This is an optimization exercise on Yosys and OpenROAD, whose aim is small area, not a production implementation. The RTL was checked by simulation tests, not by an equivalence proof against the original design. Power figures rest on the tool's default switching activity, not on a simulated workload.

--- flow/config.mk ---
export PLATFORM = sky130hd
export DESIGN_NAME = TOP_VGA_DEMO_KBD
export DESIGN_NICKNAME = TOP_VGA_DEMO_KBD
export VERILOG_FILES = /design/flow/design.v
export SDC_FILE = /design/flow/constraint.sdc
export NUM_CORES = 4
export LEC_CHECK = 0
export ABC_AREA = 1
export CAP_MARGIN = 20
export CORE_MARGIN = 2
export CORE_UTILIZATION = 55
export CTS_BUF_LIST = sky130_fd_sc_hd__clkbuf_16
export CTS_CLUSTER_DIAMETER = 60
export CTS_CLUSTER_SIZE = 20
export GPL_TIMING_DRIVEN = 0
export SLEW_MARGIN = 20
export SYNTH_MEMORY_MAX_BITS = 131072
--- flow/constraint.sdc ---
create_clock -name core_clock -period 40.0 [get_ports {clk}]
set_input_delay 8.0000 -clock core_clock [delete_from_list [all_inputs] [get_ports {clk}]]
set_output_delay 8.0000 -clock core_clock [all_outputs]
set_load 0.01 [all_outputs]
--- flow/design.v ---
module star_rom(input wire [6:0] y, input wire [7:0] x, output wire pix);
  reg [255:0] r;
  always @* begin
    case (y)
      7'd1: r = 256'h40100000000000000000000000000000;
      7'd7: r = 256'h20000000000000000;
      7'd8: r = 256'h80000000000000000400000;
      7'd11: r = 256'h20000000000000000000000000;
      7'd12: r = 256'h20000400000800000000000000;
      7'd13: r = 256'hf8000000000000000000000000;
      7'd14: r = 256'h20040000000000010000000000;
      7'd15: r = 256'h20000000000000000000000000;
      7'd17: r = 256'h4000000000000000000000000000;
      7'd18: r = 256'h80000;
      7'd19: r = 256'h800080000;
      7'd20: r = 256'h80000;
      7'd21: r = 256'h40000000000000080000;
      7'd22: r = 256'h80000000000000000000000004081000;
      7'd23: r = 256'h1000002000000004000000002082000;
      7'd24: r = 256'h800000000000000000000000001084000;
      7'd25: r = 256'h800000000000000000000000000dd8000;
      7'd26: r = 256'h3e00000000000000000000000000ff8000;
      7'd27: r = 256'h8000000000000000000000000007f0000;
      7'd28: r = 256'h800000400000000000000000000ff8000;
      7'd29: r = 256'h7fffff00;
      7'd30: r = 256'hff8000;
      7'd31: r = 256'h80000000007f0000;
      7'd32: r = 256'h8000000000ff8000;
      7'd33: r = 256'h3e000000000dd8000;
      7'd34: r = 256'h100000000000000000008000000001084000;
      7'd35: r = 256'h400008000000002082000;
      7'd36: r = 256'h80000000004000000000004081000;
      7'd37: r = 256'h4000000000000080000;
      7'd38: r = 256'h200000000000001f000000000000080000;
      7'd39: r = 256'h4001004000000080000;
      7'd40: r = 256'h4000000000000080000;
      7'd41: r = 256'h10000000000000000000000000000;
      7'd42: r = 256'h10000000000000000000000000000;
      7'd43: r = 256'h7c000000000000000000200000000;
      7'd44: r = 256'h10000000000000000000000000000;
      7'd45: r = 256'h10000000000000000000000000000;
      7'd46: r = 256'h1000000080000000000;
      7'd47: r = 256'h80000000000;
      7'd48: r = 256'h803e0100040000;
      7'd49: r = 256'h80000000000;
      7'd50: r = 256'h100000000000000080000000000;
      7'd51: r = 256'h20000000010200000000000;
      7'd52: r = 256'h10000000000000000000000000000000;
      7'd54: r = 256'h200040000000000000000000;
      7'd55: r = 256'h1000000;
      7'd57: r = 256'h200000000000000000000000000000;
      7'd59: r = 256'h1000000000000;
      7'd61: r = 256'h40000000000000000000000000;
      7'd62: r = 256'h200000000600000000000000000000000;
      7'd63: r = 256'h970040000000000000100000;
      7'd64: r = 256'h8f8000008000000000000000;
      7'd65: r = 256'h200000000005fc000000000000000000000;
      7'd66: r = 256'h3fe000000000000000000000;
      7'd67: r = 256'h1003fe000000000000000000000;
      7'd68: r = 256'h3fe000000010000800000000;
      7'd69: r = 256'h1fc000000000000000000000;
      7'd70: r = 256'h200fa000000000000080000000;
      7'd71: r = 256'h71000000000002080000000;
      7'd72: r = 256'h90000020080003e0000000;
      7'd73: r = 256'h6000402000000080000000;
      7'd74: r = 256'ha800000080000000;
      7'd75: r = 256'h7000000000000000;
      7'd76: r = 256'h3fe00000000000000;
      7'd77: r = 256'h7020040000000000;
      7'd78: r = 256'ha800000000000000;
      7'd79: r = 256'h2000000000000000;
      7'd80: r = 256'h10000000002000000000000000;
      7'd83: r = 256'h2000000000002000000000;
      7'd84: r = 256'h2000007000000000;
      7'd85: r = 256'h2000000000;
      7'd88: r = 256'h10000000000000000000;
      7'd89: r = 256'h80000000000000010000000000000000000;
      7'd90: r = 256'h40007c000000000000000000;
      7'd91: r = 256'h10000000004000100000;
      7'd92: r = 256'h2000010000000004000000000;
      7'd93: r = 256'h200010000000001f000000000;
      7'd94: r = 256'hf800000000000004000000000;
      7'd95: r = 256'h200002000080000000004000000000;
      7'd96: r = 256'h400002000000000000000000000000;
      7'd97: r = 256'h9800000002000000000040000020000;
      7'd98: r = 256'h7800000000000000000000020000000;
      7'd99: r = 256'h7000000000000000000000000000000;
      7'd100: r = 256'hf000000000000000000010000000000;
      7'd101: r = 256'hc800000000000000000000000000000;
      7'd102: r = 256'h10000000000000000000000000000000;
      7'd103: r = 256'h20000000000000000000000000000000;
      7'd105: r = 256'h40000000000000000000000;
      7'd107: r = 256'h10000000000000;
      7'd111: r = 256'h1000000000000000000000;
      7'd114: r = 256'h4000000000000;
      7'd115: r = 256'h100000000000000000;
      7'd116: r = 256'h1000000800000000;
      7'd118: r = 256'h2000000000000000000000000000000000;
      default: r = 256'h0;
    endcase
  end
  assign pix = r[x];
endmodule
module title_rom(input wire [3:0] y, input wire [8:0] x, output wire pix);
  reg [511:0] r;
  always @* begin
    case (y)
      4'd1: r = 512'h1f8607f818181fe0007f8079f807e07fe000000000000000000000000;
      4'd2: r = 512'h6618061818601801806186181800601800000000000000000000000;
      4'd3: r = 512'h1e1ffe1818601801ffe186181fe0601800000000000000000000000;
      4'd4: r = 512'h6000606606018000061861818187fe000000000000000000000000;
      4'd5: r = 512'h61ff801801fe001ff8186187fe0600000000000000000000000000;
      4'd6: r = 512'h1ff800000000000000000000000;
      4'd9: r = 512'h181fe1860060060607f818180000000000000000000000000000;
      4'd10: r = 512'h1860618618600606180618180000000000000000000000000000;
      4'd11: r = 512'h1860618618600606180618180000000000000000000000000000;
      4'd12: r = 512'h186061866660060618061fe00000000000000000000000000000;
      4'd13: r = 512'h606181818007f807f818000000000000000000000000000000;
      4'd14: r = 512'h1800000000000000000007f80000000000000000000000000000;
      default: r = 512'h0;
    endcase
  end
  assign pix = r[x];
endmodule
module alien_rom(input wire [7:0] y, input wire [4:0] x, output wire pix);
  reg [31:0] r;
  always @* begin
    case (y)
      8'd8: r = 32'h600600;
      8'd9: r = 32'h600600;
      8'd10: r = 32'h181800;
      8'd11: r = 32'h181800;
      8'd12: r = 32'h7ffe00;
      8'd13: r = 32'h7ffe00;
      8'd14: r = 32'h1e7e780;
      8'd15: r = 32'h1e7e780;
      8'd16: r = 32'h7ffffe0;
      8'd17: r = 32'h7ffffe0;
      8'd18: r = 32'h67ffe60;
      8'd19: r = 32'h67ffe60;
      8'd20: r = 32'h6600660;
      8'd21: r = 32'h6600660;
      8'd22: r = 32'h1e7800;
      8'd23: r = 32'h1e7800;
      8'd40: r = 32'h600600;
      8'd41: r = 32'h600600;
      8'd42: r = 32'h6181860;
      8'd43: r = 32'h6181860;
      8'd44: r = 32'h67ffe60;
      8'd45: r = 32'h67ffe60;
      8'd46: r = 32'h7e7e7e0;
      8'd47: r = 32'h7e7e7e0;
      8'd48: r = 32'h7ffffe0;
      8'd49: r = 32'h7ffffe0;
      8'd50: r = 32'h1ffff80;
      8'd51: r = 32'h1ffff80;
      8'd52: r = 32'h600600;
      8'd53: r = 32'h600600;
      8'd54: r = 32'h1800180;
      8'd55: r = 32'h1800180;
      8'd73: r = 32'h3c000;
      8'd74: r = 32'h3c000;
      8'd75: r = 32'h3ffc00;
      8'd76: r = 32'h3ffc00;
      8'd77: r = 32'hf3cf00;
      8'd78: r = 32'hf3cf00;
      8'd79: r = 32'hffff00;
      8'd80: r = 32'hffff00;
      8'd81: r = 32'hc3000;
      8'd82: r = 32'hc3000;
      8'd83: r = 32'h33cc00;
      8'd84: r = 32'h33cc00;
      8'd85: r = 32'hc00300;
      8'd86: r = 32'hc00300;
      8'd105: r = 32'h3c000;
      8'd106: r = 32'h3c000;
      8'd107: r = 32'h3ffc00;
      8'd108: r = 32'h3ffc00;
      8'd109: r = 32'hf3cf00;
      8'd110: r = 32'hf3cf00;
      8'd111: r = 32'hffff00;
      8'd112: r = 32'hffff00;
      8'd113: r = 32'hc3000;
      8'd114: r = 32'hc3000;
      8'd115: r = 32'hc3000;
      8'd116: r = 32'hc3000;
      8'd117: r = 32'h33cc00;
      8'd118: r = 32'h33cc00;
      8'd119: r = 32'hc00300;
      8'd120: r = 32'hc00300;
      8'd136: r = 32'h3c000;
      8'd137: r = 32'h3c000;
      8'd138: r = 32'hff000;
      8'd139: r = 32'hff000;
      8'd140: r = 32'h3ffc00;
      8'd141: r = 32'h3ffc00;
      8'd142: r = 32'hf3cf00;
      8'd143: r = 32'hf3cf00;
      8'd144: r = 32'hffff00;
      8'd145: r = 32'hffff00;
      8'd146: r = 32'h33cc00;
      8'd147: r = 32'h33cc00;
      8'd148: r = 32'hc00300;
      8'd149: r = 32'hc00300;
      8'd150: r = 32'h300c00;
      8'd151: r = 32'h300c00;
      8'd168: r = 32'h3c000;
      8'd169: r = 32'h3c000;
      8'd170: r = 32'hff000;
      8'd171: r = 32'hff000;
      8'd172: r = 32'h3ffc00;
      8'd173: r = 32'h3ffc00;
      8'd174: r = 32'hf3cf00;
      8'd175: r = 32'hf3cf00;
      8'd176: r = 32'hffff00;
      8'd177: r = 32'hffff00;
      8'd178: r = 32'hc3000;
      8'd179: r = 32'hc3000;
      8'd180: r = 32'h33cc00;
      8'd181: r = 32'h33cc00;
      8'd182: r = 32'hcc3300;
      8'd183: r = 32'hcc3300;
      8'd200: r = 32'hff000;
      8'd201: r = 32'hff000;
      8'd202: r = 32'h3ffffc0;
      8'd203: r = 32'h3ffffc0;
      8'd204: r = 32'hffffff0;
      8'd205: r = 32'hffffff0;
      8'd206: r = 32'hfc3c3f0;
      8'd207: r = 32'hfc3c3f0;
      8'd208: r = 32'hffffff0;
      8'd209: r = 32'hffffff0;
      8'd210: r = 32'h3c3c00;
      8'd211: r = 32'h3c3c00;
      8'd212: r = 32'hf3cf00;
      8'd213: r = 32'hf3cf00;
      8'd214: r = 32'hf0000f0;
      8'd215: r = 32'hf0000f0;
      8'd232: r = 32'hff000;
      8'd233: r = 32'hff000;
      8'd234: r = 32'h3ffffc0;
      8'd235: r = 32'h3ffffc0;
      8'd236: r = 32'hffffff0;
      8'd237: r = 32'hffffff0;
      8'd238: r = 32'hfc3c3f0;
      8'd239: r = 32'hfc3c3f0;
      8'd240: r = 32'hffffff0;
      8'd241: r = 32'hffffff0;
      8'd242: r = 32'hfc3f00;
      8'd243: r = 32'hfc3f00;
      8'd244: r = 32'h3c3c3c0;
      8'd245: r = 32'h3c3c3c0;
      8'd246: r = 32'hf00f00;
      8'd247: r = 32'hf00f00;
      default: r = 32'h0;
    endcase
  end
  assign pix = r[x];
endmodule
module ship_rom(input wire [4:0] y, input wire [5:0] x, output wire pix);
  reg [63:0] r;
  always @* begin
    case (y)
      5'd0: r = 64'h1f8fc7e3f1f800;
      5'd1: r = 64'hffffffffffff00;
      5'd2: r = 64'hffffffffffff00;
      5'd3: r = 64'hffffffffffff00;
      5'd4: r = 64'h3fe07e07fc000;
      5'd5: r = 64'h3fe07e07fc000;
      5'd6: r = 64'h3fe07e07fc000;
      5'd7: r = 64'h7000000e0000;
      5'd8: r = 64'h7000000e0000;
      5'd9: r = 64'h7000000e0000;
      5'd21: r = 64'h1ffff800000;
      5'd22: r = 64'h1ffff800000;
      5'd23: r = 64'h1ffff800000;
      5'd24: r = 64'h7ffffffe0000;
      5'd25: r = 64'h7ffffffe0000;
      5'd26: r = 64'h7ffffffe0000;
      5'd27: r = 64'h3ffffffffc000;
      5'd28: r = 64'h3ffffffffc000;
      5'd29: r = 64'h3ffffffffc000;
      5'd30: r = 64'h1f8fc7e3f1f800;
      5'd31: r = 64'h1f8fc7e3f1f800;
      default: r = 64'h0;
    endcase
  end
  assign pix = r[x];
endmodule
module ship_col(input wire [4:0] y, input wire [5:0] x, output wire pix);
  reg [63:0] r;
  always @* begin
    case (y)
      5'd1: r = 64'h80000000000100;
      5'd3: r = 64'h80000000000100;
      5'd6: r = 64'h2020420404000;
      5'd9: r = 64'h5000000a0000;
      5'd21: r = 64'h10000800000;
      5'd24: r = 64'h400000020000;
      5'd27: r = 64'h2000000004000;
      5'd30: r = 64'h10000000000800;
      default: r = 64'h0;
    endcase
  end
  assign pix = r[x];
endmodule
module shooter_rom(input wire [4:0] y, input wire [5:0] x, output wire pix);
  reg [63:0] r;
  always @* begin
    case (y)
      5'd10: r = 64'h180000000;
      5'd11: r = 64'h180000000;
      5'd12: r = 64'h7e0000000;
      5'd13: r = 64'h7e0000000;
      5'd14: r = 64'h1ff8000000;
      5'd15: r = 64'h1ff8000000;
      5'd16: r = 64'h1ff8000000;
      5'd17: r = 64'h1ff8000000;
      5'd18: r = 64'h3ffffffffffc00;
      5'd19: r = 64'h3ffffffffffc00;
      5'd20: r = 64'hffffffffffff00;
      5'd21: r = 64'hffffffffffff00;
      5'd22: r = 64'hffffffffffff00;
      5'd23: r = 64'hffffffffffff00;
      5'd24: r = 64'hffffffffffff00;
      5'd25: r = 64'hffffffffffff00;
      5'd26: r = 64'hffffffffffff00;
      5'd27: r = 64'hffffffffffff00;
      default: r = 64'h0;
    endcase
  end
  assign pix = r[x];
endmodule
module digit_rom(input wire [7:0] y, input wire [3:0] x, output wire pix);
  reg [15:0] r;
  always @* begin
    case (y)
      8'd2: r = 16'h7e0;
      8'd3: r = 16'h7e0;
      8'd4: r = 16'h1e18;
      8'd5: r = 16'h1e18;
      8'd6: r = 16'h781e;
      8'd7: r = 16'h781e;
      8'd8: r = 16'h781e;
      8'd9: r = 16'h781e;
      8'd10: r = 16'h1878;
      8'd11: r = 16'h1878;
      8'd12: r = 16'h7e0;
      8'd13: r = 16'h7e0;
      8'd18: r = 16'h1e0;
      8'd19: r = 16'h1e0;
      8'd20: r = 16'h1f8;
      8'd21: r = 16'h1f8;
      8'd22: r = 16'h1e0;
      8'd23: r = 16'h1e0;
      8'd24: r = 16'h1e0;
      8'd25: r = 16'h1e0;
      8'd26: r = 16'h1e0;
      8'd27: r = 16'h1e0;
      8'd28: r = 16'h1ffe;
      8'd29: r = 16'h1ffe;
      8'd34: r = 16'h1ff8;
      8'd35: r = 16'h1ff8;
      8'd36: r = 16'h781e;
      8'd37: r = 16'h781e;
      8'd38: r = 16'h7e00;
      8'd39: r = 16'h7e00;
      8'd40: r = 16'h1ff8;
      8'd41: r = 16'h1ff8;
      8'd42: r = 16'h7e;
      8'd43: r = 16'h7e;
      8'd44: r = 16'h7ffe;
      8'd45: r = 16'h7ffe;
      8'd50: r = 16'h7ff8;
      8'd51: r = 16'h7ff8;
      8'd52: r = 16'h1e00;
      8'd53: r = 16'h1e00;
      8'd54: r = 16'h7e0;
      8'd55: r = 16'h7e0;
      8'd56: r = 16'h7800;
      8'd57: r = 16'h7800;
      8'd58: r = 16'h7806;
      8'd59: r = 16'h7806;
      8'd60: r = 16'h1ff8;
      8'd61: r = 16'h1ff8;
      8'd66: r = 16'h1f80;
      8'd67: r = 16'h1f80;
      8'd68: r = 16'h1fe0;
      8'd69: r = 16'h1fe0;
      8'd70: r = 16'h1e78;
      8'd71: r = 16'h1e78;
      8'd72: r = 16'h1e1e;
      8'd73: r = 16'h1e1e;
      8'd74: r = 16'h7ffe;
      8'd75: r = 16'h7ffe;
      8'd76: r = 16'h1e00;
      8'd77: r = 16'h1e00;
      8'd82: r = 16'h1ffe;
      8'd83: r = 16'h1ffe;
      8'd84: r = 16'h6;
      8'd85: r = 16'h6;
      8'd86: r = 16'h1ffe;
      8'd87: r = 16'h1ffe;
      8'd88: r = 16'h7800;
      8'd89: r = 16'h7800;
      8'd90: r = 16'h781e;
      8'd91: r = 16'h781e;
      8'd92: r = 16'h1ff8;
      8'd93: r = 16'h1ff8;
      8'd98: r = 16'h1ff8;
      8'd99: r = 16'h1ff8;
      8'd100: r = 16'h1e;
      8'd101: r = 16'h1e;
      8'd102: r = 16'h1ffe;
      8'd103: r = 16'h1ffe;
      8'd104: r = 16'h781e;
      8'd105: r = 16'h781e;
      8'd106: r = 16'h781e;
      8'd107: r = 16'h781e;
      8'd108: r = 16'h1ff8;
      8'd109: r = 16'h1ff8;
      8'd114: r = 16'h7ffe;
      8'd115: r = 16'h7ffe;
      8'd116: r = 16'h781e;
      8'd117: r = 16'h781e;
      8'd118: r = 16'h1e00;
      8'd119: r = 16'h1e00;
      8'd120: r = 16'h780;
      8'd121: r = 16'h780;
      8'd122: r = 16'h1e0;
      8'd123: r = 16'h1e0;
      8'd124: r = 16'h1e0;
      8'd125: r = 16'h1e0;
      8'd130: r = 16'h1ff8;
      8'd131: r = 16'h1ff8;
      8'd132: r = 16'h781e;
      8'd133: r = 16'h781e;
      8'd134: r = 16'h1ff8;
      8'd135: r = 16'h1ff8;
      8'd136: r = 16'h781e;
      8'd137: r = 16'h781e;
      8'd138: r = 16'h781e;
      8'd139: r = 16'h781e;
      8'd140: r = 16'h1ff8;
      8'd141: r = 16'h1ff8;
      8'd146: r = 16'h1ff8;
      8'd147: r = 16'h1ff8;
      8'd148: r = 16'h781e;
      8'd149: r = 16'h781e;
      8'd150: r = 16'h781e;
      8'd151: r = 16'h781e;
      8'd152: r = 16'h7ff8;
      8'd153: r = 16'h7ff8;
      8'd154: r = 16'h7800;
      8'd155: r = 16'h7800;
      8'd156: r = 16'h1ff8;
      8'd157: r = 16'h1ff8;
      8'd162: r = 16'h7e0;
      8'd163: r = 16'h7e0;
      8'd164: r = 16'h1ff8;
      8'd165: r = 16'h1ff8;
      8'd166: r = 16'h7ffe;
      8'd167: r = 16'h7ffe;
      8'd168: r = 16'h7ffe;
      8'd169: r = 16'h7ffe;
      8'd170: r = 16'h1ff8;
      8'd171: r = 16'h1ff8;
      8'd172: r = 16'h7e0;
      8'd173: r = 16'h7e0;
      8'd178: r = 16'h7e0;
      8'd179: r = 16'h7e0;
      8'd180: r = 16'h1ff8;
      8'd181: r = 16'h1ff8;
      8'd182: r = 16'h7ffe;
      8'd183: r = 16'h7ffe;
      8'd184: r = 16'h7ffe;
      8'd185: r = 16'h7ffe;
      8'd186: r = 16'h1ff8;
      8'd187: r = 16'h1ff8;
      8'd188: r = 16'h7e0;
      8'd189: r = 16'h7e0;
      8'd194: r = 16'h7e0;
      8'd195: r = 16'h7e0;
      8'd196: r = 16'h1ff8;
      8'd197: r = 16'h1ff8;
      8'd198: r = 16'h7ffe;
      8'd199: r = 16'h7ffe;
      8'd200: r = 16'h7ffe;
      8'd201: r = 16'h7ffe;
      8'd202: r = 16'h1ff8;
      8'd203: r = 16'h1ff8;
      8'd204: r = 16'h7e0;
      8'd205: r = 16'h7e0;
      8'd210: r = 16'h7e0;
      8'd211: r = 16'h7e0;
      8'd212: r = 16'h1ff8;
      8'd213: r = 16'h1ff8;
      8'd214: r = 16'h7ffe;
      8'd215: r = 16'h7ffe;
      8'd216: r = 16'h7ffe;
      8'd217: r = 16'h7ffe;
      8'd218: r = 16'h1ff8;
      8'd219: r = 16'h1ff8;
      8'd220: r = 16'h7e0;
      8'd221: r = 16'h7e0;
      8'd226: r = 16'h7e0;
      8'd227: r = 16'h7e0;
      8'd228: r = 16'h1ff8;
      8'd229: r = 16'h1ff8;
      8'd230: r = 16'h7ffe;
      8'd231: r = 16'h7ffe;
      8'd232: r = 16'h7ffe;
      8'd233: r = 16'h7ffe;
      8'd234: r = 16'h1ff8;
      8'd235: r = 16'h1ff8;
      8'd236: r = 16'h7e0;
      8'd237: r = 16'h7e0;
      8'd242: r = 16'h7e0;
      8'd243: r = 16'h7e0;
      8'd244: r = 16'h1ff8;
      8'd245: r = 16'h1ff8;
      8'd246: r = 16'h7ffe;
      8'd247: r = 16'h7ffe;
      8'd248: r = 16'h7ffe;
      8'd249: r = 16'h7ffe;
      8'd250: r = 16'h1ff8;
      8'd251: r = 16'h1ff8;
      8'd252: r = 16'h7e0;
      8'd253: r = 16'h7e0;
      default: r = 16'h0;
    endcase
  end
  assign pix = r[x];
endmodule
module TOP_VGA_DEMO_KBD
(
  input wire clk,
  input wire PS2_CLK,
  input wire PS2_DAT,
  input wire resetN,
  output wire vga_hs,
  output wire vga_vs,
  output wire vga_blank,
  output wire [7:0] vga_rgb
);
  reg [9:0] xr, yr;
  wire [9:0] xc = (xr == 10'd640) ? 10'd864 : xr + 10'd1;
  wire [9:0] yn = (yr == 10'd480) ? 10'd980 : yr + 10'd1;
  wire [9:0] yc = (xr == 10'd976) ? yn : yr;
  always @(posedge clk or negedge resetN)
    if (!resetN) begin
      xr <= 10'd640;
      yr <= 10'd980;
    end else begin
      xr <= xc;
      yr <= yc;
    end
  assign vga_hs = !(xc >= 10'd880 && xc <= 10'd975);
  assign vga_vs = !(yc == 10'd991 || yc == 10'd992);
  assign vga_blank = !(xc[9] & xc[8]) & !yc[9];
  wire sof   = (xr == 10'd976) && (yr == 10'd990);    
  wire sof_d = (xr == 10'd977) && (yr == 10'd991);    
  wire [9:0] pxc = (xc[9] & xc[8]) ? 10'd0 : xc;
  wire [8:0] pyc = yc[9] ? 9'd0 : yc[8:0];
  wire [9:0] pxd = (xr[9] & xr[8]) ? 10'd0 : xr;
  wire [8:0] pyd = yr[9] ? 9'd0 : yr[8:0];
  reg [3:0] lcnt;
  reg       kclk;
  always @(posedge clk or negedge resetN)
    if (!resetN) begin
      lcnt <= 4'd0;
      kclk <= 1'b0;
    end else if (PS2_CLK) begin
      if (lcnt != 4'd15) lcnt <= lcnt + 4'd1;
      else kclk <= 1'b1;
    end else begin
      if (lcnt != 4'd0) lcnt <= lcnt - 4'd1;
      else kclk <= 1'b0;
    end
  localparam B_IDLE = 3'd0, B_LOW = 3'd1, B_HI = 3'd2, B_CHK = 3'd3, B_NEW = 3'd4;
  reg [2:0] bst;
  reg [3:0] bcnt;
  reg [8:0] sr;         
  always @(posedge clk or negedge resetN)
    if (!resetN) begin
      bst <= B_IDLE;
      bcnt <= 4'd0;
    end else begin
      case (bst)
        B_IDLE: begin
          bcnt <= 4'd0;
          if (!kclk && !PS2_DAT) bst <= B_LOW;
        end
        B_LOW: if (kclk) begin
          if (bcnt < 4'd10) begin
            bst <= B_HI;
            bcnt <= bcnt + 4'd1;
          end else bst <= B_CHK;
        end
        B_HI: if (!kclk) bst <= B_LOW;
        B_CHK: bst <= (^sr) ? B_NEW : B_IDLE;
        default: bst <= B_IDLE;
      endcase
    end
  always @(posedge clk)
    if (bst == B_LOW && kclk && bcnt < 4'd10) sr <= {PS2_DAT, sr[8:1]};
  wire din_new = (bst == B_NEW);
  wire [7:0] din = sr[7:0];
  wire nor_code = (din != 8'd0) && (din < 8'd132);
  wire ext_code = (din == 8'hE0);
  wire rel_code = (din == 8'hF0);
  localparam S_IDLE = 4'd0, S_NOR = 4'd1, S_MAKE = 4'd2, S_WREL = 4'd3, S_REL = 4'd4,
             S_BRK = 4'd5, S_WEXT = 4'd6, S_X = 4'd7, S_NX = 4'd8, S_WEREL = 4'd9;
  reg [3:0] kst;
  always @(posedge clk or negedge resetN)
    if (!resetN) kst <= S_IDLE;
    else begin
      case (kst)
        S_IDLE: if (din_new) begin
          if (nor_code) kst <= S_NOR;
          else if (rel_code) kst <= S_WREL;
          else if (ext_code) kst <= S_WEXT;
        end
        S_NOR: kst <= S_MAKE;
        S_WREL: if (din_new) kst <= nor_code ? S_REL : S_IDLE;
        S_REL: kst <= S_BRK;
        S_WEXT: if (din_new) begin
          if (nor_code) kst <= S_X;
          else if (rel_code) kst <= S_WEREL;
          else kst <= S_IDLE;
        end
        S_X: kst <= S_NX;
        S_WEREL: if (din_new) kst <= nor_code ? S_X : S_IDLE;
        default: kst <= S_IDLE;
      endcase
    end
  wire make = (kst == S_MAKE);
  wire brk  = (kst == S_BRK);
  reg leftPress, rightPress, firePress, firePress_d;
  always @(posedge clk or negedge resetN)
    if (!resetN) begin
      leftPress <= 1'b0;
      rightPress <= 1'b0;
      firePress <= 1'b0;
      firePress_d <= 1'b0;
    end else begin
      if (din == 8'h6B) begin
        if (make) leftPress <= 1'b1;
        if (brk) leftPress <= 1'b0;
      end
      if (din == 8'h74) begin
        if (make) rightPress <= 1'b1;
        if (brk) rightPress <= 1'b0;
      end
      if (din == 8'h73) begin
        if (make) firePress <= 1'b1;
        if (brk) firePress <= 1'b0;
      end
      firePress_d <= firePress;
    end
  wire shotPress = firePress & ~firePress_d;
  wire missileDR, bombDR, aliensDR, shieldsDR, smileyDR, shipDR, kavDR;
  wire col_aliens_missile = missileDR & aliensDR;
  wire col_bomb_player    = smileyDR & bombDR;
  wire col_ship_missile   = shipDR & missileDR;
  wire col_shields_missile = shieldsDR & missileDR;
  wire col_shields_bomb   = shieldsDR & bombDR;
  wire gameover_a         = aliensDR & kavDR;
  reg [12:0] ppos;
  reg [1:0]  pspd;
  always @(posedge clk or negedge resetN)
    if (!resetN) begin
      ppos <= 13'd2560;
      pspd <= 2'd0;
    end else if (sof) begin
      if (rightPress && ppos < 13'd4528) pspd <= 2'd1;
      else if (leftPress && ppos > 13'd80) pspd <= 2'd2;
      else pspd <= 2'd0;
      ppos <= ppos + (pspd[0] ? 13'd15 : pspd[1] ? -13'd15 : 13'd0);
    end
  wire [9:0] playerX = ppos[12:3];
  reg        mact;
  reg [11:0] my3;
  reg [7:0]  mx;
  wire mhit = col_aliens_missile | col_ship_missile | col_shields_missile;
  always @(posedge clk or negedge resetN)
    if (!resetN) mact <= 1'b0;
    else begin
      if (shotPress && !mact) mact <= 1'b1;
      if (mhit && mact) mact <= 1'b0;
      if (my3 == 12'd0 && mact) mact <= 1'b0;
    end
  always @(posedge clk) begin
    if (shotPress && !mact) begin
      mx <= playerX[9:2] + 8'd8;
      my3 <= 12'd3360;
    end
    if (sof && mact) my3 <= my3 - 12'd35;
  end
  wire [9:0] mdy = {1'b0, pyc} - {1'b0, my3[11:3]};
  reg msq;
  always @(posedge clk or negedge resetN)
    if (!resetN) msq <= 1'b0;
    else msq <= (pxc[9:2] == mx) && (mdy < 10'd16);
  assign missileDR = msq & mact;
  reg signed [23:0] axf, aspd;
  reg [5:0] ay;               
  wire a_right = axf > 24'sd18432;
  wire a_left  = axf < 24'sd2048;
  wire signed [23:0] aspd_n = a_right ? -aspd - 24'sd5 : a_left ? -aspd + 24'sd5 : aspd;
  always @(posedge clk or negedge resetN)
    if (!resetN) begin
      axf <= 24'sd2112;
      aspd <= 24'sd15;
      ay <= 6'd1;
    end else if (sof_d) begin
      aspd <= aspd_n;
      axf <= axf + aspd_n;
      if (a_right || a_left) ay <= ay + 6'd1;
    end
  wire [10:0] alienX = axf[16:6] + {10'd0, axf[23] && (axf[5:0] != 6'd0)};
  wire [10:0] alienY = {ay, 5'd0};
  reg [49:0] adead;           
  reg [3:0]  cx;
  reg [2:0]  cy;
  reg [4:0]  acnt;
  reg        anim;
  reg [2:0]  mtype;
  reg [8:0]  shootX4;         
  reg [5:0]  shootY32;        
  reg [5:0]  acount;          
  reg        adr;
  reg [1:0]  acol;
  wire [10:0] adx = {1'b0, pxd} - alienX;
  wire [5:0]  ady = {2'b0, pyd[8:5]} - ay;       
  wire a_in = (adx < 11'd320) && (ady < 6'd5);
  wire [3:0] a_c = a_in ? adx[8:5] : 4'd0;
  wire [2:0] a_r = a_in ? ady[2:0] : 3'd0;
  reg [49:0] a_sel;
  integer ai;
  always @*
    for (ai = 0; ai < 50; ai = ai + 1)
      a_sel[ai] = (a_r == ai / 10) && (a_c == ai % 10);
  wire a_bit = !(|(a_sel & adead));
  wire a_pix;
  alien_rom u_alien_rom(.y({mtype, pyd[4:0]}), .x(adx[4:0]), .pix(a_pix));
  reg [9:0] s_row;
  always @*
    case (cy)
      3'd0: s_row = adead[9:0];
      3'd1: s_row = adead[19:10];
      3'd2: s_row = adead[29:20];
      3'd3: s_row = adead[39:30];
      default: s_row = adead[49:40];
    endcase
  wire s_bit = (cx <= 4'd9) && (cy <= 3'd4) && !s_row[cx] &&
               !(col_aliens_missile && a_r == cy && a_c == cx);
  wire win = (acount == 6'd51);
  always @(posedge clk or negedge resetN)
    if (!resetN) begin
      adead <= 50'd0;
      cx <= 4'd0;
      cy <= 3'd0;
      acnt <= 5'd0;
      anim <= 1'b0;
      acount <= 6'd0;
      adr <= 1'b0;
    end else begin
      if (col_aliens_missile) adead <= adead | a_sel;
      adr <= a_in && a_bit && a_pix;
      if (acount == 6'd50) acount <= 6'd51;
      else if (col_aliens_missile && acount != 6'd51) acount <= acount + 6'd1;
      if (sof) begin
        if (acnt == 5'd30) begin
          acnt <= 5'd0;
          anim <= ~anim;
        end else acnt <= acnt + 5'd1;
        if (cx > 4'd9) begin
          cx <= 4'd0;
          cy <= (cy > 3'd4) ? 3'd0 : cy + 3'd1;
        end else cx <= cx + 4'd1;
      end
    end
  always @(posedge clk) begin
    acol <= mtype[2:1];
    if (a_in && a_bit)
      mtype <= {(a_r == 3'd2 || a_r == 3'd3), (a_r == 3'd2 || a_r == 3'd4), anim};
    if (sof && s_bit) begin
      shootX4 <= alienX[10:2] + 9'd4 + {cx, 3'd0};
      shootY32 <= ay + {3'd0, cy};
    end
  end
  assign aliensDR = adr;
  reg        bact;
  reg [13:0] by3;
  reg [8:0]  bx;
  wire bhit = col_bomb_player | col_shields_bomb;
  always @(posedge clk or negedge resetN)
    if (!resetN) begin
      bact <= 1'b1;
      by3 <= 14'd0;
      bx <= 9'd0;
    end else begin
      if (sof) begin
        if (!bact) begin
          bx <= shootX4;
          by3 <= {shootY32, 8'h80};
          bact <= 1'b1;
        end else begin
          by3 <= by3 + 14'd25;
          if (by3 > 14'd3680) bact <= 1'b0;
        end
      end
      if (bhit && bact) bact <= 1'b0;
    end
  wire [10:0] bdy = {2'b0, pyc} - by3[13:3];
  reg bsq;
  always @(posedge clk or negedge resetN)
    if (!resetN) bsq <= 1'b0;
    else bsq <= !bx[8] && (pxc[9:2] == bx[7:0]) && (bdy < 11'd16);
  assign bombDR = bsq;
  reg [14:0] sz;
  reg csm_d;
  always @(posedge clk or negedge resetN)
    if (!resetN) begin
      sz <= 15'd11264;
      csm_d <= 1'b0;
    end else begin
      csm_d <= col_ship_missile;
      if (csm_d) sz <= 15'd11264;
      else if (sof_d) sz <= sz + 15'd25;
    end
  wire [10:0] sdx = {1'b0, pxd} - sz[14:4];
  wire s_in = (sdx < 11'd64) && (pyd >= 9'd16) && (pyd < 9'd48);
  wire ship_pix, ship_c46;
  ship_rom u_ship_rom(.y(pyd[4:0]), .x(sdx[5:0]), .pix(ship_pix));
  ship_col u_ship_col(.y(pyd[4:0]), .x(sdx[5:0]), .pix(ship_c46));
  reg shdr, shcol;
  always @(posedge clk or negedge resetN)
    if (!resetN) shdr <= 1'b0;
    else shdr <= s_in && ship_pix;
  always @(posedge clk) shcol <= ship_c46;
  assign shipDR = shdr;
  wire [9:0] pdx = pxd - playerX;
  wire p_in = (pdx < 10'd64) && (pyd >= 9'd420) && (pyd < 9'd452);
  wire p_pix;
  shooter_rom u_shooter_rom(.y(pyd[4:0]), .x(pdx[5:0]), .pix(p_pix));
  reg pdr;
  always @(posedge clk or negedge resetN)
    if (!resetN) pdr <= 1'b0;
    else pdr <= p_in && p_pix;
  assign smileyDR = pdr;
  localparam [59:0] SHAPE = {10'b1100000011, 10'b1110000111, 10'b1111111111,
                             10'b1111111111, 10'b0111111110, 10'b0011111100};
  wire col_shields = col_shields_missile | col_shields_bomb;
  wire [7:0] shq = pxc[9:2];
  reg [39:0] s_col;
  reg [5:0]  s_rowsel;
  reg [239:0] sdead;       
  integer k, r, c;
  always @* begin
    for (k = 0; k < 4; k = k + 1)
      for (c = 0; c < 10; c = c + 1)
        s_col[k*10 + c] = (shq == 24 + 33*k + c);
    for (r = 0; r < 6; r = r + 1)
      s_rowsel[r] = (pyd >= 370 + 4*r) && (pyd < 374 + 4*r);
  end
  reg [5:0] s_rowhit;
  always @* begin
    for (r = 0; r < 6; r = r + 1) begin
      s_rowhit[r] = 1'b0;
      for (k = 0; k < 4; k = k + 1)
        for (c = 0; c < 10; c = c + 1)
          if (SHAPE[r*10 + 9 - c])
            s_rowhit[r] = s_rowhit[r] | (s_col[k*10 + c] & ~sdead[k*60 + r*10 + c]);
    end
  end
  wire sh_bit = |(s_rowhit & s_rowsel);
  wire [5:0] s_clrrow = s_rowsel & {6{col_shields}};
  always @(posedge clk or negedge resetN)
    if (!resetN) sdead <= 240'd0;
    else
      for (k = 0; k < 4; k = k + 1)
        for (r = 0; r < 6; r = r + 1)
          for (c = 0; c < 10; c = c + 1)
            if (SHAPE[r*10 + 9 - c])
              sdead[k*60 + r*10 + c] <= sdead[k*60 + r*10 + c] | (s_clrrow[r] & s_col[k*10 + c]);
  reg shdr_s;
  always @(posedge clk or negedge resetN)
    if (!resetN) shdr_s <= 1'b0;
    else shdr_s <= sh_bit;
  assign shieldsDR = shdr_s;
  assign kavDR = (pxd < 10'd640) && (pyd >= 9'd370) && (pyd < 9'd380);
  reg [3:0] score1, score2, score3, score4;
  always @(posedge clk or negedge resetN)
    if (!resetN) begin
      score1 <= 4'd0;
      score2 <= 4'd0;
      score3 <= 4'd0;
      score4 <= 4'd0;
    end else begin
      if (col_aliens_missile) score1 <= score1 + 4'd1;
      if (col_ship_missile) score2 <= score2 + 4'd1;
      if (score1 == 4'd10) begin
        score2 <= score2 + 4'd1;
        score1 <= 4'd0;
      end
      if (score2 == 4'd10) begin
        score3 <= score3 + 4'd1;
        score2 <= 4'd0;
      end
      if (score3 == 4'd10) begin
        score4 <= score4 + 4'd1;
        score3 <= 4'd0;
      end
    end
  wire sc_in = (pxd >= 10'd16) && (pxd < 10'd96) && (pyd >= 9'd448) && (pyd < 9'd464);
  reg [3:0] numt;
  wire d_pix;
  digit_rom u_digit_rom(.y({numt, pyd[3:0]}), .x(pxd[3:0]), .pix(d_pix));
  always @(posedge clk)
    if (sc_in)
      case (pxd[6:4])
        3'd1: numt <= score4;
        3'd2: numt <= score3;
        3'd3: numt <= score2;
        3'd4: numt <= score1;
        default: numt <= 4'd0;
      endcase
  reg scdr;
  always @(posedge clk or negedge resetN)
    if (!resetN) scdr <= 1'b0;
    else scdr <= sc_in && d_pix;
  wire e_in = (pyd >= 9'd228) && (pyd < 9'd252);
  wire t_pix;
  title_rom u_title_rom(.y({win, pyd[4:2]}), .x(pxd[9:1]), .pix(t_pix));
  reg edr;
  always @(posedge clk or negedge resetN)
    if (!resetN) edr <= 1'b0;
    else edr <= e_in && t_pix;
  reg [2:0]  bgcnt;
  reg [10:0] scroll;
  reg        first;      
  reg [1:0]  bg;         
  wire [8:0] bgrow = {2'b0, pyd[8:2]} + scroll[10:2];
  wire star_pix;
  star_rom u_star_rom(.y(bgrow[6:0]), .x(pxd[9:2]), .pix(star_pix));
  wire star = (bgrow < 9'd120) && (pxd[9:2] < 8'd160) && star_pix;
  always @(posedge clk or negedge resetN)
    if (!resetN) begin
      bgcnt <= 3'd0;
      scroll <= 11'd0;
      first <= 1'b1;
      bg <= 2'd0;
    end else begin
      first <= 1'b0;
      bg <= first ? 2'd2 : {1'b0, star};
      if (sof) begin
        if (bgcnt == 3'd4) begin
          bgcnt <= 3'd0;
          scroll <= scroll + 11'd1;
        end else bgcnt <= bgcnt + 3'd1;
      end
    end
  wire [7:0] bgRGB = bg[1] ? 8'hFF : bg[0] ? 8'h25 : 8'h00;
  reg gstate;
  reg [7:0] rgb;
  wire [7:0] shipRGB = shcol ? 8'h46 : 8'hEC;
  reg [7:0] alienRGB;
  always @* begin
    case (acol)
      2'd0: alienRGB = 8'h1F;
      2'd1: alienRGB = 8'hEA;
      2'd2: alienRGB = 8'hE4;
      default: alienRGB = 8'hEF;
    endcase
  end
  always @(posedge clk or negedge resetN)
    if (!resetN) begin
      rgb <= 8'd0;
      gstate <= 1'b0;
    end else begin
      if (!gstate) begin
        if (missileDR) rgb <= 8'hFF;
        else if (scdr) rgb <= 8'hFF;
        else if (smileyDR) rgb <= 8'h0F;
        else if (shieldsDR) rgb <= 8'h7C;
        else if (bombDR) rgb <= 8'hFF;
        else if (shipDR) rgb <= shipRGB;
        else if (aliensDR) rgb <= alienRGB;
        else rgb <= bgRGB;
      end else begin
        if (edr) rgb <= 8'hFF;
        else rgb <= bgRGB;
      end
      if (gameover_a || win || col_bomb_player) gstate <= 1'b1;
    end
  assign vga_rgb = rgb;
endmodule
--- flow/run.sh ---
#!/bin/bash
# synth_recipe.tcl (not shown) runs the flow's synth.tcl, then flattens the netlist and writes it again
# the make line also repeats each setting of config.mk as NAME=value (left out here)
make -C /OpenROAD-flow-scripts/flow DESIGN_CONFIG=/design/flow/config.mk WORK_HOME=/design/flow/orfs CLKGATE_MAP_FILE= SYNTH_SCRIPT=/design/flow/synth_recipe.tcl finish
==> flow_metrics.env, run 1 <==
export IMPL_status="timing/DRC/antenna clean"
export IMPL_worstSkewPairLatency_ns=0.60
export IMPL_wl_met1_um=50700
export IMPL_synth_area_um2=36400
export IMPL_final_setup_viol_count=0
export IMPL_cts_root_buf="clkbuf_16"
export IMPL_antenna_found_initial=0
export IMPL_synth_nets=5236
export IMPL_synth_async_reset_ratio_pct=89.2
export IMPL_ys_flop_type="dfrtp_1"
export IMPL_reg2reg_slack_ns=34.08
export IMPL_die_w_um=261
export IMPL_fin_skew_ns=0.0319
export IMPL_min_from="firePress"
export IMPL_synth_cell_types=79
export IMPL_cp_cell_sequence="clkbuf_1, inv_1, ha_1, nand2_1, nor2_1, nand2_1, buf_6, nor2_1, xor2_1, nor2_1, inv_1, nor3_1, nand3_1, a211oi_1, o2111ai_1, clkdlybuf4s50_1"
export IMPL_portBuffers=14
export IMPL_grt_overflow_total=0
export IMPL_wire_per_inst_um=19.7
export IMPL_path_depth=16
export IMPL_core_area_um2=65600
export IMPL_finalSetupTns_ns=0
export IMPL_rr_worst_depth=18
export IMPL_route_met2_wl_um=53700
export IMPL_synth_cells=5030
export IMPL_critPathBufInv=5
export IMPL_num_io_pins=15
export IMPL_place_gp_congestion=1.03
export IMPL_cp_common_cell="nor2_1"
export IMPL_synth_edf_count=51
export IMPL_p_leak_nw=19.1
export IMPL_postSynthAreaPerCell_um2=7.24
export IMPL_cp_start_kind="flop"
export IMPL_drt_antenna_violating_nets=0
export IMPL_min_period_ns=11.99
export IMPL_grt_pass1_wl_um=184000
export IMPL_grt_max_degree=92
export IMPL_drive_gt1_share_pct=7.31
export IMPL_cts_tree="done"
export IMPL_critPathKind="flop to output pin"
export IMPL_cp_max_fo=10
export IMPL_place_hpwl_um=91300
export IMPL_ctsResizeCount=0
export IMPL_synth_top_cell_area_share_pct=29.1
export IMPL_nets=5304
export IMPL_cts_sinks=499
export IMPL_initial_core_util_pct=55.5
export IMPL_hp_class="flop to flop"
export IMPL_highest_layer="met4"
export IMPL_slowest_delay_ns=0.55
export IMPL_fmax_mhz=83.4
export IMPL_clk_pin_slew_worst_paths_ns=0.07
export IMPL_cts_buffers_inserted=43
export IMPL_yosysTopAreaCell="dfrtp_1"
export IMPL_fp_row_count=94
export IMPL_finalCritPeriodShare_pct=30.0
export IMPL_critPathSlowestCell="clkdlybuf4s50_1"
export IMPL_wl_um=118000
export IMPL_worst_hold_path_endpoint="firePress_d"
export IMPL_track_usage_pct=34.4
export IMPL_r2r_end="shootX4[1]"
export IMPL_first_global_vias=32854
export IMPL_die_area_um2=68200
export IMPL_cap_violations=0
export IMPL_antennaDiodeCount=0
export IMPL_slew_violations=0
export IMPL_power_density_nw_per_um2=26.5
export IMPL_synth_seq_cells=499
export IMPL_synth_area_leaders="dfrtp_1 29%, nand2_1 11%, inv_1 6.6%"
export IMPL_drt_initial_drc_count=3334
export IMPL_cts_buffer_depth=3
export IMPL_die_y_um=261
export IMPL_stdcell_count=5997
export IMPL_post_cts_setup_buffers=0
export IMPL_met3_length_um=7720
export IMPL_crit_family="buffers and inverters"
export IMPL_required_ns=32.00
export IMPL_rsz0062_at_grt="false"
export IMPL_drc_errors=0
export IMPL_hold_depth=0
export IMPL_relSlewSlack_pct=25.4
export IMPL_peakVddDrop_mv=0.0408
export IMPL_area_growth_pct=7.93
export IMPL_yosysSeqAreaShare_pct=35.0
export IMPL_dr_total_vias=35251
export IMPL_nFillCells=6303
export IMPL_htreeDepth=2
export IMPL_dp_cells=5917
export IMPL_rr_startpoint="xr[8]"
export IMPL_via_per_inst=5.88
export IMPL_hold_viol=0
export IMPL_cp_data_arrival_time_ns=3.99
export IMPL_end_kind="output pin"
export IMPL_ys_warnings_count=8
export IMPL_tightest_slew_ns=1.11
export IMPL_first_pass_iters=8
export IMPL_cts_hold_buf=0
-- where the power goes --
group | switching, mW | internal (mW)
Combinational | 0.0432 | 0.0237
Sequential | 0.0110 | 0.525
Clock | 0.215 | 0.221
-- state kept, by name, indices dropped and copies added, names as in the netlist, 8 cells and up --
signal   flops
rgb          8
mx           8
scroll      11
bx           9
xr          10
by3         14
sz          15
sdead      176
yr          10
shootX4      9
ppos        13
aspd        24
axf         24
sr           9
adead       50
my3         12
-- cells by family (layout without fill, tap and decap cells) --
logic type | count (synthesis) | count (layout) | share of synthesized area, %
compound gates | 1093 | 1093 | 18.2
xor+xnor | 140 | 140 | 3.52
fa+ha+maj | 202 | 202 | 7.15
buf+inv | 828 | 931 | 8.72
flops | 499 | 499 | 35.0
mux | 1 | 1 | 0.0309
other cells | 1 | 1 | 0.0103
simple gates | 2266 | 2266 | 27.3
-- cell usage in the layout (no fill, tap or decap), drive strengths merged, types with 10 or more instances in the layout --
cell type and instances:
a31oi 24, a21oi 257, nand3 356, a221oi 13
nor3 65, o21ai 399, dfstp 22, o31ai 14
nor4 22, nand2 1116, o21bai 125, xnor2 38
a22oi 19, nand3b 12, inv 724, clkdlybuf4s50 13
fa 10, nor2 590, xor2 102, buf 44
clkbuf 121, a211oi 16, a31o 33, o221ai 14
dfrtp 423, nand4 84, o2111ai 15, clkinv 22
o22ai 76, or2 12, ha 192, o211ai 38
edfxtp 51
-- cells in the mapped netlist, drive strengths merged, types with 65 or more instances --
cell type / instances
nand2: 1116
inv: 706
nor2: 590
dfrtp: 423
o21ai: 399
nand3: 356
a21oi: 257
ha: 192
o21bai: 125
xor2: 102
nand4: 84
clkbuf: 76
o22ai: 76
nor3: 65
-- final cells by class --
| type | count | area, um^2 | share of cell area (%) |
|---|---|---|---|
| Sequential cell | 499 | 12800 | 32.5 |
| Timing Repair Buffer | 23 | 313 | 0.796 |
| Multi-Input combinational cell | 3703 | 20500 | 52.2 |
| Inverter | 718 | 2700 | 6.88 |
| Clock buffer | 45 | 1130 | 2.87 |
| Buffer | 110 | 470 | 1.20 |
| Clock inverter | 35 | 332 | 0.844 |
| Tap cell | 864 | 1080 | 2.75 |
-- metal layers --
| metal | vias to the layer above | global-route usage (%) |
|---|---|---|
| met5 | - | 0 |
| met4 | 0 | 16.4 |
| met3 | 353 | 3.98 |
| met2 | 1448 | 56.3 |
| met1 | 16517 | 45.5 |
| li1 | 16933 | - |
-- worst max-delay path by stage --
stage | slack (ns) | to | from
2_1_floorplan | 29.77 | vga_vs | xr[0]
3_3_place_gp | 10.78 | aspd[22] | resetN
3_5_place_dp | 28.69 | vga_vs | xr[0]
4_1_cts | 28.04 | vga_vs | xr[0]
5_1_grt | 27.75 | vga_vs | xr[0]
6_report | 28.01 | vga_vs | xr[0]
-- through the flow --
step	power, mW	utilization (%)	hold WS (ns)	cell area, um^2	setup WS (ns)
floorplan	0.588	-	0.346	36400	29.77
global placement	0.610	57.3	0.357	37600	10.78
detailed placement	0.614	57.6	0.363	37800	28.69
CTS	1.05	59.8	0.396	39300	28.04
global route	1.08	59.9	0.408	39300	27.75
finish	1.04	59.9	0.393	39300	28.01
-- worst register-to-register path, cell delays in order, from the launching register on --
cell      delay (ns)
dfrtp_1         0.44
ha_1            0.32
nor2_1          0.52
clkbuf_1        0.57
buf_1           0.88
ha_1            0.46
or2_1           0.25
nand3_1         0.12
nand3b_1        0.10
nand2_1         0.15
nand2_1         0.07
nand2_1         0.10
nand4_2         0.15
nor2_1          0.32
inv_1           0.26
o22ai_1         0.17
nor2_1          0.07
nand4_1         0.09
o211a_1         0.54
==> inputs of run 2 (changes only) <==
==> flow/flow/run.sh (new file) <==
#!/bin/bash
set -euo pipefail
W=$(pwd)
{ cat "$W/flow/synth_prefix.tcl"; cat "$W/synth_recipe.tcl"; } > "$W/synth_area.tcl"
CTS="-sink_clustering_enable -repair_clock_nets -buf_list sky130_fd_sc_hd__clkbuf_16 -sink_clustering_size 20 -sink_clustering_max_diameter 60 -dont_use_dummy_load"
sed -e "s#SYNTH_SCRIPT=[^ ]*#SYNTH_SCRIPT=$W/synth_area.tcl#" \
    -e "s#\"\${@:-finish}\"#'CTS_ARGS=$CTS' \"\${@:-finish}\"#" \
    "$W/standard.sh" > "$W/standard_area.sh"
grep -q "SYNTH_SCRIPT=$W/synth_area.tcl" "$W/standard_area.sh"
grep -q "CTS_ARGS=" "$W/standard_area.sh"
export AREA_ABC_SCRIPT="$W/flow/area.abc"
export CTS_ARGS="$CTS"
bash "$W/standard_area.sh" finish > "$W/flow_make.log" 2>&1
test -f "$W/out/final.def"
==> flow/flow/area.abc (new file) <==
strash
&get -n
&st
&deepsyn -T 120
&dch -f
&nf -a
&st
&dch -f
&nf -a
&put
topo
==> flow/flow/synth_prefix.tcl (new file) <==
# Prepended to the standard flow's synth_recipe.tcl by run.sh.  Registers are mapped exactly
# as in the standard synthesis; only the combinational logic is mapped
# differently: no full/half adder cells are extracted (abc sees all logic)
# and abc runs the area-oriented script flow/area.abc.
proc extract_fa {args} {}
proc abc {args} {
  set i [lsearch -exact $args -script]
  if {$i >= 0} {
    lset args [expr {$i + 1}] $::env(AREA_ABC_SCRIPT)
  }
  yosys abc {*}$args
}
==> flow/standard.sh (new file) <==
#!/bin/bash
# synth_recipe.tcl (not shown) runs the flow's synth.tcl, then flattens the netlist and writes it again
# the make line also repeats each setting of config.mk as NAME=value (left out here)
make -C /OpenROAD-flow-scripts/flow DESIGN_CONFIG=/design/flow/config.mk WORK_HOME=/design/flow/orfs CLKGATE_MAP_FILE= SYNTH_SCRIPT=/design/flow/synth_recipe.tcl "${@:-finish}"
--- a/flow/config.mk
+++ b/flow/config.mk
@@ -9,9 +9,6 @@
 export CAP_MARGIN = 20
 export CORE_MARGIN = 2
 export CORE_UTILIZATION = 55
-export CTS_BUF_LIST = sky130_fd_sc_hd__clkbuf_16
-export CTS_CLUSTER_DIAMETER = 60
-export CTS_CLUSTER_SIZE = 20
 export GPL_TIMING_DRIVEN = 0
 export SLEW_MARGIN = 20
 export SYNTH_MEMORY_MAX_BITS = 131072
removed: flow/run.sh
==> run 2 against run 1 <==
Net effect:
- still clean on timing, DRC and antenna
- via count fell by 26%
- critical path depth fell by 5
- first-iteration DRC count fell by 11%
- clock-buffer cell count fell by 6
- global-route usage fell by 0.62 points
- maximum frequency fell by 13%
- routed wire length fell by 24%
- register-to-register slack got worse by 6.0 ns
- sequential power barely moved
- setup slack got worse by 1.7 ns
- sequential share of layout area rose by 9.4 points
- synthesized area fell by 23%
- critical endpoint is now vga_blank
- largest cell class unchanged
==> flow_metrics.env, run 2 <==
export IMPL_die_area_um2=53100
export IMPL_r2r_end="axf[23]"
export IMPL_worstSkewPairLatency_ns=0.60
export IMPL_tightest_slew_ns=1.21
export IMPL_top_usage_layer="met2"
export IMPL_drc_errors=0
export IMPL_finalSetupTns_ns=0
export IMPL_reg2reg_slack_ns=28.11
export IMPL_synthSimpleGateAreaFrac_pct=21.3
export IMPL_initial_core_util_pct=56.0
export IMPL_crit_family="simple AND/OR/NAND/NOR gates"
export IMPL_grt_overflow_total=0
export IMPL_p_comb_share_pct=5.0
export IMPL_track_usage_pct=33.8
export IMPL_hold_depth=0
export IMPL_place_gp_congestion=1.00
export IMPL_die_y_um=230
export IMPL_post_cts_setup_buffers=0
export IMPL_worst_hold_path_endpoint="bg[1]"
export IMPL_htreeDepth=2
export IMPL_slowest_delay_ns=0.96
export IMPL_reg_top3="sdead x176, adead x50"
export IMPL_area_growth_pct=8.08
export IMPL_pwr_share_clk_pct=37.4
export IMPL_nets=3233
export IMPL_drive_gt1_share_pct=2.94
export IMPL_first_global_vias=25171
export IMPL_regMostFlops="sdead"
export IMPL_cts_sinks=499
export IMPL_critPathBufInv=2
export IMPL_critPathKind="flop to output pin"
export IMPL_met3_usage_pct=6.32
export IMPL_cts_tree="done"
export IMPL_num_io_pins=15
export IMPL_synth_area_leaders="dfrtp_1 38%, nand2_1 5.7%, edfxtp_1 5.4%"
export IMPL_p_leak_nw=13.0
export IMPL_yosys_top_cells_count="429 x nand2_1, 423 x dfrtp_1, 337 x nor2_1, 235 x a21oi_1, 192 x o21bai_1"
export IMPL_synth_cells=3159
export IMPL_antenna_found_initial=2
export IMPL_clk_pin_slew_worst_paths_ns=0.06
export IMPL_cts_root_buf="clkbuf_16"
export IMPL_fp_row_count=82
export IMPL_synth_area_um2=28200
export IMPL_postSynthAreaPerCell_um2=8.93
export IMPL_drt_initial_drc_count=2969
export IMPL_use_met1_pct=44.7
export IMPL_fmax_mhz=72.8
export IMPL_fin_skew_ns=0.0791
export IMPL_relSlewSlack_pct=18.8
export IMPL_cp_cell_sequence="nor2b_1, nand4_1, or3_1, nor2_1, nand2_1, nand2b_1, nand4_1, o21ai_0, clkinv_1, a21oi_1, clkdlybuf4s50_1"
export IMPL_wl_um=90300
export IMPL_ys_warnings_count=8
export IMPL_die_w_um=230
export IMPL_yosysSeqAreaShare_pct=45.2
export IMPL_synth_xor_area_share_pct=6.52
export IMPL_first_pass_iters=7
export IMPL_finalCritPeriodShare_pct=34.3
export IMPL_critPathSlowestCell="nor2b_1"
export IMPL_cap_violations=0
export IMPL_dp_cells=3860
export IMPL_dr_total_vias=26151
export IMPL_end_kind="output pin"
export IMPL_synth_top_family_by_area="compound AO/OA/AOI/OAI gates"
export IMPL_status="timing/DRC/antenna clean"
export IMPL_power_density_nw_per_um2=30.4
export IMPL_stdcell_count=3899
export IMPL_p_sw_mw=0.215
export IMPL_ys_flop_type="dfrtp_1"
export IMPL_antennaDiodeCount=0
export IMPL_slew_violations=0
export IMPL_post_route_util_pct=60.5
export IMPL_cts_buffer_depth=3
export IMPL_synth_compound_area_share_pct=24.9
export IMPL_rsz0062_at_grt="false"
export IMPL_ctsResizeCount=0
export IMPL_min_from="first"
export IMPL_peakVddDrop_mv=0.0383
export IMPL_grt_max_degree=104
export IMPL_synth_seq_cells=499
export IMPL_synth_nets=3163
export IMPL_hp_class="flop to flop"
export IMPL_cts_buffers_inserted=39
export IMPL_yosysTopAreaCell="dfrtp_1"
export IMPL_cp_data_arrival_time_ns=5.74
export IMPL_required_ns=32.00
export IMPL_final_common_cell="nand2_1"
export IMPL_cp_common_cell="nand4_1"
export IMPL_place_hpwl_um=65500
export IMPL_core_area_um2=50400
export IMPL_synth_mux_area_share_pct=0.528
export IMPL_portBuffers=14
export IMPL_met2_usage_pct=54.3
export IMPL_hold_ws_ns=0.435
export IMPL_hold_viol=0
export IMPL_cp_start_kind="flop"
export IMPL_p_int_mw=0.711
export IMPL_rr_startpoint="axf[3]"
export IMPL_rr_worst_depth=30
export IMPL_synth_adder_area_share_pct=1.03
export IMPL_swShare_pct=23.2
export IMPL_cp_max_fo=16
export IMPL_grt_pass1_wl_um=141000
export IMPL_synth_async_reset_ratio_pct=89.2
export IMPL_min_period_ns=13.74
export IMPL_final_cell_mix="428 x nand2_1, 421 x dfrtp_1, 335 x nor2_1"
export IMPL_wire_per_inst_um=23.1
export IMPL_final_setup_viol_count=0
export IMPL_synth_most_common_cell="nand2_1"
export IMPL_synth_top_cell_area_share_pct=37.5
export IMPL_largest_register_ffs=176
export IMPL_cts_hold_buf=0
export IMPL_via_per_inst=6.71
export IMPL_drt_antenna_violating_nets=0
export IMPL_synth_cell_types=71
export IMPL_synth_edf_count=51
export IMPL_pwr_share_seq_pct=57.6
## run 2: area by class of cell
class | count | area [um^2]
sequential | 499 | 12800
fill | 4342 | 19900
inverter | 40 | 150
tap | 672 | 841
multi-input combinational | 2620 | 15400
clock buffer | 39 | 976
timing repair buffer | 29 | 385
## run 2: worst reg2reg max path, delay by kind of cell, from the launching register on
family	cells	cell delay [ns]
adder cells (fa/ha/maj)	22	9.03
AND/OR/NAND/NOR	1	0.55
flip-flops	1	0.42
XOR/XNOR	2	0.42
AO/OA/AOI/OAI	5	1.39
## run 2: power by group through the flow
| stage | Sequential (mW) | Clock, mW | Combinational [mW] |
|---|---|---|---|
| finish | 0.534 | 0.346 | 0.0463 |
| global route | 0.536 | 0.370 | 0.0525 |
| detailed placement | 0.543 | 0 | 0.0464 |
| CTS | 0.533 | 0.352 | 0.0468 |
| global placement | 0.543 | 0 | 0.0427 |
| floorplan | 0.540 | 0 | 0.0287 |
## run 2: cell families (layout without fill, tap and decap cells)
logic type / Yosys count / count (layout)
XOR/XNOR: 210 / 210
AO/OA/AOI/OAI: 1070 / 1070
adder cells (fa/ha/maj): 29 / 29
flip-flops: 499 / 499
other: 1 / 1
buffers and inverters: 40 / 108
multiplexers: 12 / 12
AND/OR/NAND/NOR: 1298 / 1298
## run 2: worst max-delay path by stage
stage / depth (start not counted) / slack [ns] / endpoint / startpoint
after floorplan: 9 / 28.65 / vga_hs / xr[9]
after global placement: 1 / 12.06 / bst[2] / resetN
after detailed placement: 10 / 26.82 / vga_hs / xr[8]
after CTS: 10 / 26.18 / vga_hs / xr[8]
after global routing: 10 / 25.97 / vga_hs / xr[8]
final: 11 / 26.26 / vga_blank / xr[4]
## run 2: metal layers
layer / part of all wire [%] / wire length (um)
met4: 4.9 / 4460
met3: 8.4 / 7580
met1: 41 / 36900
met2: 46 / 41300
met5: 0 / 0
## run 2: through the flow
step	power [mW]	instance area (um^2)	setup slack, ns
final	0.926	30500	26.26
after global routing	0.958	30500	25.97
after CTS	0.932	30500	26.18
after detailed placement	0.590	29500	26.82
after global placement	0.586	29200	12.06
after floorplan	0.568	28200	28.65

-- afterwards: timing with drivers on the ports --
No port has a modelled driver above. Below, the same layouts with a new extraction and two added sets of constraints. Step 1 assumes that a clkbuf_16 drives the clock port and a buf_2 every other input. Step 2 moves the port delays by t, midway between the first and last clock arrival at a register: inputs arrive t later, outputs are due t later. That takes back most of the time a late clock gives input paths. Slacks: ideal ports / drivers / drivers and shift; pairs: ideal ports / drivers.
| run | shift t [ns] | slack for setup (ns) | worst setup path after step 2 | clock arrival spread, ns | slew at the worst register clock pin (ns) |
|---|---|---|---|---|---|
| run 1 | 0.653 | 28.008 / 27.942 / 28.595 | register to output | 0.036 / 0.036 | 0.08 / 0.08 |
| run 2 | 0.627 | 26.260 / 26.196 / 26.823 | register to output | 0.081 / 0.081 | 0.08 / 0.08 |
After both steps setup and hold are still met in every run listed.
